This design comes from an exercise in tuning for small area, a short achievable clock period and few clock cycles on the open sky130 flow, not from production work.
Function was checked by simulation only, so behaviour that the tests miss may differ from the original.

## run 1
Design axi_matrix_accelerator, start of the top module:
module axi_matrix_accelerator #(
    parameter ADDR_W = 32,
    parameter DATA_W = 32
) (
    input  logic clk,
    input  logic rst_n,
    input  logic [ADDR_W-1:0] s_axi_awaddr,
    input  logic        s_axi_awvalid,
    output logic        s_axi_awready,
    input  logic [DATA_W-1:0] s_axi_wdata,
    input  logic        s_axi_wvalid,
    output logic        s_axi_wready,
    output logic        s_axi_bvalid,
    output logic [1:0]  s_axi_bresp,
    input  logic        s_axi_bready,
    input  logic [ADDR_W-1:0] s_axi_araddr,
    input  logic        s_axi_arvalid,
    output logic        s_axi_arready,
    output logic [DATA_W-1:0] s_axi_rdata,
    output logic [1:0]  s_axi_rresp,
    output logic        s_axi_rvalid,
    input  logic        s_axi_rready,
    input  logic [DATA_W-1:0] s_axis_a_tdata,
    input  logic        s_axis_a_tvalid,
    output logic        s_axis_a_tready,
    input  logic        s_axis_a_tlast,
    input  logic [DATA_W-1:0] s_axis_b_tdata,
    input  logic        s_axis_b_tvalid,
    output logic        s_axis_b_tready,
    input  logic        s_axis_b_tlast,
    output logic [DATA_W-1:0] m_axis_c_tdata,
    output logic        m_axis_c_tvalid,
    input  logic        m_axis_c_tready,
    output logic        m_axis_c_tlast
);
Size: about 3600 cells after synthesis, ~250 I/O pins.
==> flow/config.mk <==
export PLATFORM = sky130hd
export DESIGN_NAME = axi_matrix_accelerator
export DESIGN_NICKNAME = axi_matrix_accelerator
export VERILOG_FILES = /design/flow/design.v
export SDC_FILE = /design/flow/constraint.sdc
export NUM_CORES = 4
export LEC_CHECK = 0
export ABC_AREA = 1
export CAP_MARGIN = 20
export CORE_MARGIN = 2
export CORE_UTILIZATION = 45
export CTS_BUF_LIST = sky130_fd_sc_hd__clkbuf_16
export CTS_CLUSTER_DIAMETER = 135
export CTS_CLUSTER_SIZE = 26
export PLACE_DENSITY = 0.8
export SLEW_MARGIN = 20
==> flow/constraint.sdc <==
create_clock -name core_clock -period 11.0 [get_ports {clk}]
set_input_delay 2.2000 -clock core_clock [delete_from_list [all_inputs] [get_ports {clk}]]
set_output_delay 2.2000 -clock core_clock [all_outputs]
set_load 0.01 [all_outputs]
standard.sh (not shown) runs the stock make flow with config.mk's settings and CLKGATE_MAP_FILE= SYNTH_SCRIPT=/design/flow/synth_recipe.tcl, a recipe that flattens the netlist after the stock synthesis.
==> flow/flow/run.sh <==
#!/bin/bash
# The standard layout (the standard.sh), with three changes to how it is made:
#  - after the standard synthesis, flow/fapol.py removes inverters between full
#    adders by choosing for each full adder whether it computes its outputs or
#    their complements (a full adder with all inputs inverted gives both outputs
#    inverted); registers and all other logic are unchanged;
#  - the timing repair steps are asked to leave MARGIN ns of setup slack at
#    the design's clock period (flow/margin.txt);
#  - the port buffers are sky130_fd_sc_hd__buf_2 (ORFS otherwise picks a delay
#    cell); every port still gets its buffer.
# Logs: make_synth.log, fapol.log, make_finish.log here; each step's full log in orfs/logs/.
set -euo pipefail
MARGIN=$(cat flow/margin.txt)
KNOBS=(SETUP_SLACK_MARGIN=$MARGIN "BUFFER_PORTS_ARGS=-buffer_cell sky130_fd_sc_hd__buf_2")
bash standard.sh "${KNOBS[@]}" synth > make_synth.log 2>&1
R=orfs/results/${FLOW_PLATFORM}/axi_matrix_accelerator/base
cp $R/1_2_yosys.v std_1_2_yosys.v
python3 flow/fapol.py std_1_2_yosys.v $R/1_2_yosys.v > fapol.log 2>&1
rm -f $R/1_synth.odb $R/1_synth.sdc
bash standard.sh "${KNOBS[@]}" finish > make_finish.log 2>&1
Other scripts of this flow, unchanged in this note and not shown: flow/flow/fapol.py, flow/flow/margin.txt
Testbench counts of run 1, summed over its fixed seeds: cycles 9,492.
#### Input delta (run 4 over run 1)
Settings: CTS_CLUSTER_DIAMETER: 135 -> 120; CTS_CLUSTER_SIZE: 26 -> 22.
Notes after the runs:
In the flow results for run 1 and run 4, the post-route minimum period is larger on run 1.
Of run 1 and run 4, the run reporting the higher highest clock rate was run 4.
The worst-path cell with the longest stage delay comes out sky130_fd_sc_hd__fa_2 in one run and sky130_fd_sc_hd__fa_1 in the other, namely in run 1 and run 4 respectively.
Register-to-register slack in run 4 is 40 ps above run 1.
Clock transition time at the flip-flop clock pins of the worst setup and hold paths of run 1 is on par with run 4.
| total met3 wirelength after detailed routing | run 4 vs run 1 | 43 um higher |
Per the comparison of run 4 with run 1, final-stage net count flat, design area neither gained nor lost much.
Looking at run 1 and run 4, the number of instances in the synthesized netlist is a wash.

* * *

Setup of build 19:
Another version of the RTL of axi_matrix_accelerator (not shown whole).
Size: about 2900 cells after synthesis, roughly 800 flip-flops, roughly 250 I/O pins, ~0.041 mm^2 of cells after synthesis.
export LEC_CHECK = 0
export ABC_CLOCK_PERIOD_IN_PS = 3500
export CAP_MARGIN = 20
export CORE_MARGIN = 2
export CORE_UTILIZATION = 45
export SLEW_MARGIN = 20
create_clock -name core_clock -period 11.0 [get_ports {clk}]
==> flow/flow/run.sh <==
#!/bin/bash
# The standard layout (the standard.sh, unchanged synthesis), with
#  - the port buffers made of sky130_fd_sc_hd__buf_2 (ORFS otherwise picks a
#    delay cell); every port still gets its buffer.
# make's output goes to make_finish.log; each step's full log stays in orfs/logs/.
set -euo pipefail
MARGIN=$(cat flow/margin.txt)
bash standard.sh SETUP_SLACK_MARGIN=$MARGIN \
    "BUFFER_PORTS_ARGS=-buffer_cell sky130_fd_sc_hd__buf_2" finish > make_finish.log 2>&1
==> flow/flow/margin.txt <==
7.0
Testbench counts of build 19, summed over its fixed seeds: cycles 9,492.
Edits applied to the flow inputs when going from build 19 to build 97:
# build 19
export LEC_CHECK = 0
export ABC_CLOCK_PERIOD_IN_PS = 3500
export CAP_MARGIN = 20
export CORE_MARGIN = 2
export CORE_UTILIZATION = 45
export SLEW_MARGIN = 20
create_clock -name core_clock -period 11.0 [get_ports {clk}]
# build 97
export LEC_CHECK = 0
export CAP_MARGIN = 20
export CORE_MARGIN = 2
export CORE_UTILIZATION = 45
export CTS_BUF_LIST = sky130_fd_sc_hd__clkbuf_8
export CTS_CLUSTER_SIZE = 24
export SLEW_MARGIN = 20
create_clock -name core_clock -period 11.0 [get_ports {clk}]
==> flow/flow/margin.txt <==
7.5
Notes after the runs:
Build 97 finished every stage and its layout cleared the timing, design-rule and antenna checks. The clock tree buffer count of the final layout in build 97 was higher than what build 19 gave. [build 97] peak clock frequency supported by timing rose 1.6% relative to build 19. Build 97: final worst hold slack 0.0072 ns above build 19. Lower buffer count excluding the clock tree in the final layout was reported by build 19, not build 97. | routability congestion estimate | lower: build 19 |. Final cell count without fillers (lower): build 19. Looking at routed wire length, build 97 sits about 6% above build 19.
Input-level comparison between build 14 and build 97:
# build 97
export LEC_CHECK = 0
export CAP_MARGIN = 20
export CORE_MARGIN = 2
export CORE_UTILIZATION = 45
export CTS_BUF_LIST = sky130_fd_sc_hd__clkbuf_8
export CTS_CLUSTER_SIZE = 24
export SLEW_MARGIN = 20
create_clock -name core_clock -period 11.0 [get_ports {clk}]
# build 14
export LEC_CHECK = 0
export ABC_CLOCK_PERIOD_IN_PS = 3500
export CAP_MARGIN = 20
export CORE_MARGIN = 2
export CORE_UTILIZATION = 45
export SLEW_MARGIN = 20
create_clock -name core_clock -period 11.0 [get_ports {clk}]
==> flow/flow/margin.txt <==
6.5
==> comparison <==
Compared with build 97, in build 14 count of buffer and inverter cells on the critical path shows a reduction of 1; number of cells upsized or downsized after cts shows a reduction of 211.
On critical path depth in cells: between build 14 and build 97, it ends up higher for build 97.
On worst hold slack: between build 14 and build 97, it ends up lower for build 14.
Looking at wire length reported by the detailed router across both flows, build 14 is the stronger of the two, with build 97 trailing.
Looking at antenna cell count across build 14 and build 97, the one that comes out higher is build 97.

* * *

Setup of job 2393:
axi_matrix_accelerator again, from the RTL that the note above started with.
export LEC_CHECK = 0
export ABC_AREA = 1
export CAP_MARGIN = 20
export CORE_MARGIN = 2
export CORE_UTILIZATION = 45
export CTS_BUF_LIST = sky130_fd_sc_hd__clkbuf_16
export CTS_CLUSTER_DIAMETER = 120
export CTS_CLUSTER_SIZE = 22
export SLEW_MARGIN = 20
create_clock -name core_clock -period 11.0 [get_ports {clk}]
==> flow/flow/margin.txt <==
6.7
Scripts as last shown in full above: flow/flow/run.sh
Job 2393 completed end to end with timing, DRC and antenna clean.
Testbench counts of job 2393, summed over its fixed seeds: cycles 9,492.
Setup changes, job 2393 to job 7670
Settings: a deleted ABC_AREA that had been 1.
==> flow/flow/margin.txt <==
7.0
--- outcome ---
Status | job 7670 and job 2393 | clean. [compare] base=job 2393 new=job 7670: cell area after synthesis lower; compound-cell area share of the yosys netlist higher; utilization of the core after routing higher. Taking job 2393 as the reference, in job 7670 design area went down 2.1%; synthesized-area fraction occupied by xor and xnor cells went up 1.4 points; clock insertion delay at the later pin of the skew report went up 20 ps; non-clock buffer count went up 17%; routability congestion estimate went down 0.063. Measured against each other, job 7670 and job 2393 differ in quantity of gates resized following cts, the higher figure coming from job 7670. Re number of cells traversed by the worst hold path: no difference whatsoever between job 2393 and job 7670. The run with more routed wire is job 2393, not job 7670.
#### Input delta (job 6682 over job 7670)
Settings: CTS_CLUSTER_DIAMETER: 120 -> unset; ABC_CLOCK_PERIOD_IN_PS: unset -> 3500; CTS_CLUSTER_SIZE: 22 -> unset; CTS_BUF_LIST: sky130_fd_sc_hd__clkbuf_16 -> unset.
==> flow/flow/margin.txt <==
7.5
Results
Taking job 7670 as the reference, in job 6682 worst path setup slack after routing climbed 66 ps; final cell count without fillers now larger; final period utilization went down 0.60 points.
Taking job 7670 as the reference, in job 6682 maximum clock frequency moved up; relative area of non-clock buffer cells in the final design moved up; setup slack after placement moved up.
Modified inputs, job 7862 compared to job 6682
Settings: setting CTS_CLUSTER_SIZE to 22 for the first time; setting CTS_BUF_LIST to sky130_fd_sc_hd__clkbuf_16 for the first time; setting CTS_CLUSTER_DIAMETER to 120 for the first time; setting ABC_AREA to 1 for the first time; removing ABC_CLOCK_PERIOD_IN_PS (formerly 3500).
==> flow/flow/margin.txt <==
7.3
==> comparison <==
- The higher detail-routed net length per standard cell came out of job 6682.
- Comparing job 7862 and job 6682, the lower global-route wire length before repair is on job 6682.
- Going from job 6682 to job 7862, final design instance area without fill moved down; die area went up.
- Of the two values seen for most common library cell in the layout ignoring fill and taps, sky130_fd_sc_hd__nand2_1 was produced by job 7862 and sky130_fd_sc_hd__edfxtp_1 by job 6682.

* * *

## run A
axi_matrix_accelerator with an RTL version that a note above also has.
For scale: roughly 3600 cells after synthesis, about 41000 um^2 of cells after synthesis.
clock: 11.0 ns
lec_check: 0
abc_area: 1
cap_margin: 20
core_margin: 2
core_utilization: 55
cts_buf_list: sky130_fd_sc_hd__clkbuf_16
cts_cluster_diameter: 120
cts_cluster_size: 22
place_density: 0.8
slew_margin: 20
==> flow/flow/run.sh <==
#!/bin/bash
# The standard layout (the standard.sh), with three changes to how it is made:
#  - after the standard synthesis, flow/fapol.py removes inverters between full
#    adders by choosing for each full adder whether it computes its outputs or
#    their complements (a full adder with all inputs inverted gives both outputs
#    inverted); registers and all other logic are unchanged;
#  - the timing repair steps are asked to leave MARGIN ns of setup slack at
#    the design's clock period (flow/margin.txt);
#  - the port buffers are sky130_fd_sc_hd__buf_2 (ORFS otherwise picks a delay
#    cell); every port still gets its buffer.
# Logs: make_synth.log, fapol.log, make_finish.log here; each step's full log in orfs/logs/.
set -euo pipefail
MARGIN=$(cat flow/margin.txt)
KNOBS=(SETUP_SLACK_MARGIN=$MARGIN "BUFFER_PORTS_ARGS=-buffer_cell sky130_fd_sc_hd__buf_2")
bash standard.sh "${KNOBS[@]}" synth > make_synth.log 2>&1
R=orfs/results/${FLOW_PLATFORM}/axi_matrix_accelerator/base
cp $R/1_2_yosys.v std_1_2_yosys.v
python3 flow/fapol.py std_1_2_yosys.v $R/1_2_yosys.v > fapol.log 2>&1
rm -f $R/1_synth.odb $R/1_synth.sdc
bash standard.sh "${KNOBS[@]}" finish > make_finish.log 2>&1
==> flow/flow/margin.txt <==
7.3
Other scripts of this flow, unchanged in this note and not shown: flow/flow/fapol.py
Testbench counts of run A, summed over its fixed seeds: cycles 9,492.
## Diff of input files: run B against run A
- CORE_UTILIZATION: 55 -> 45
==> flow/flow/margin.txt <==
7.6
### Flow results
Run B against run A: final cell count grew by about 5.6%. Run A -> run B: number of global-route vias before repair decreased slightly. Layout inverter count without the clock tree in run B vs run A: up about 1.6%. Run B: total global routing track utilization 4.8 points below run A. On number of detailed-routing iterations run before antenna repair: run B sits above run A. Run B falls short of run A in register-to-register slack. Achievable frequency on run B is down relative to run A.
## Diff of input files: run C against run B
- PLACE_DENSITY: 0.8 -> unset
==> flow/flow/margin.txt <==
7.3
Results
Fraction of area in multi-input gates (higher): run B. Changes observed in run C relative to run B: worst-margin pin slew shows a reduction of 36 ps, global-route wire length before repair went up 3200 um, number of clock buffers inserted by TritonCTS increased 2, global-route usage now sits higher. Run C vs run B — finished layout cell area dropped about 3.2%. Taking run B as the reference point, the net count of the finished layout of run C falls by 51. In run C, data-path buffer share of cell area in the final layout is lower than in run B. Comparing total detailed-routing wirelength for run B and run C, the smaller number came from run C.

* * *

RTL: one of the versions met above, not the one the previous note started from.
Size: roughly 3900 cells after synthesis, ~250 I/O pins.
==> flow/config.mk <==
export PLATFORM = sky130hd
export DESIGN_NAME = axi_matrix_accelerator
export DESIGN_NICKNAME = axi_matrix_accelerator
export VERILOG_FILES = /design/flow/design.v
export SDC_FILE = /design/flow/constraint.sdc
export NUM_CORES = 4
export LEC_CHECK = 0
export ABC_AREA = 1
export CAP_MARGIN = 20
export CORE_MARGIN = 2
export CORE_UTILIZATION = 45
export CTS_BUF_LIST = sky130_fd_sc_hd__clkbuf_16
export CTS_CLUSTER_DIAMETER = 120
export CTS_CLUSTER_SIZE = 22
export PLACE_DENSITY = 0.8
export SLEW_MARGIN = 20
==> flow/constraint.sdc <==
create_clock -name core_clock -period 11.0 [get_ports {clk}]
set_input_delay 2.2000 -clock core_clock [delete_from_list [all_inputs] [get_ports {clk}]]
set_output_delay 2.2000 -clock core_clock [all_outputs]
set_load 0.01 [all_outputs]
==> flow/flow/run.sh <==
#!/bin/bash
# The standard layout (the standard.sh, unchanged synthesis), with
#  - the port buffers made of sky130_fd_sc_hd__buf_2 (ORFS otherwise picks a
#    delay cell); every port still gets its buffer.
# make's output goes to make_finish.log; each step's full log stays in orfs/logs/.
set -euo pipefail
MARGIN=$(cat flow/margin.txt)
bash standard.sh SETUP_SLACK_MARGIN=$MARGIN \
    "BUFFER_PORTS_ARGS=-buffer_cell sky130_fd_sc_hd__buf_2" finish > make_finish.log 2>&1
==> flow/flow/margin.txt <==
7.3
The starting point passed the timing, design-rule and antenna checks.
Testbench counts at the start, summed over its fixed seeds: cycles 9,492.
Then changed:
==> flow/flow/margin.txt (replaced) <==
6.0
- ABC_AREA: 1 -> unset
- ABC_CLOCK_PERIOD_IN_PS: unset -> 3500
- CTS_BUF_LIST: sky130_fd_sc_hd__clkbuf_16 -> unset
- CTS_CLUSTER_DIAMETER: 120 -> unset
- CTS_CLUSTER_SIZE: 22 -> unset
- PLACE_DENSITY: 0.8 -> unset
Effect: Register-to-register slack gets worse by 970 ps; critical path depth climbs by 3; hold slack gets worse by 12 ps; first-iteration DRC count drops by 42%; count of clock-buffer cells in the layout climbs by 58; cell area drops by 3.1%; wire length drops by 9.7%; worst setup slack gets worse by 970 ps.

==> what the ideal ports hide <==
No port has a modelled driver above. Below, the same layouts with a new extraction and two added sets of constraints.
Step 1 assumes that a clkbuf_16 drives the clock port and a buf_2 every other input.
Step 2 times the ports against the registers' clock, not the clock port: input delays grow and output delays shrink by t, the midpoint of the rising clock arrivals with the driver on.
Slacks: no drivers / after step 1 / after step 2; pairs: no drivers / after step 1.
run	shift t [ns]	setup slack, ns	hold WS [ns]
run 1	0.671	7.249 / 7.249 / 6.878	0.472 / 0.472 / 0.472
run 4	0.671	7.285 / 7.285 / 6.896	0.477 / 0.477 / 0.477
build 19	0.724	6.942 / 6.942 / 6.427	0.461 / 0.461 / 0.461
build 97	0.887	7.006 / 7.006 / 6.680	0.468 / 0.468 / 0.468
build 14	0.725	6.677 / 6.677 / 6.237	0.433 / 0.433 / 0.433
job 2393	0.675	6.801 / 6.801 / 6.778	0.483 / 0.483 / 0.483
job 7670	0.686	6.929 / 6.929 / 6.495	0.457 / 0.457 / 0.457
job 6682	0.740	6.995 / 6.995 / 6.826	0.463 / 0.463 / 0.463
job 7862	0.699	7.156 / 7.156 / 7.038	0.477 / 0.477 / 0.477
run A	0.676	7.164 / 7.164 / 6.892	0.491 / 0.491 / 0.491
run B	0.674	7.072 / 7.072 / 7.016	0.465 / 0.465 / 0.465
run C	0.688	7.248 / 7.248 / 6.922	0.476 / 0.476 / 0.476
the first run of note 5	0.691	7.169 / 7.169 / 6.729	0.476 / 0.476 / 0.476
the second run of note 5	0.712	6.196 / 6.196 / 6.196	0.463 / 0.463 / 0.463
After both steps every run listed still meets setup and hold. For build 19, which loses most, drivers alone change the setup slack by 0.000 ns; drivers and shift together by -0.515 ns.
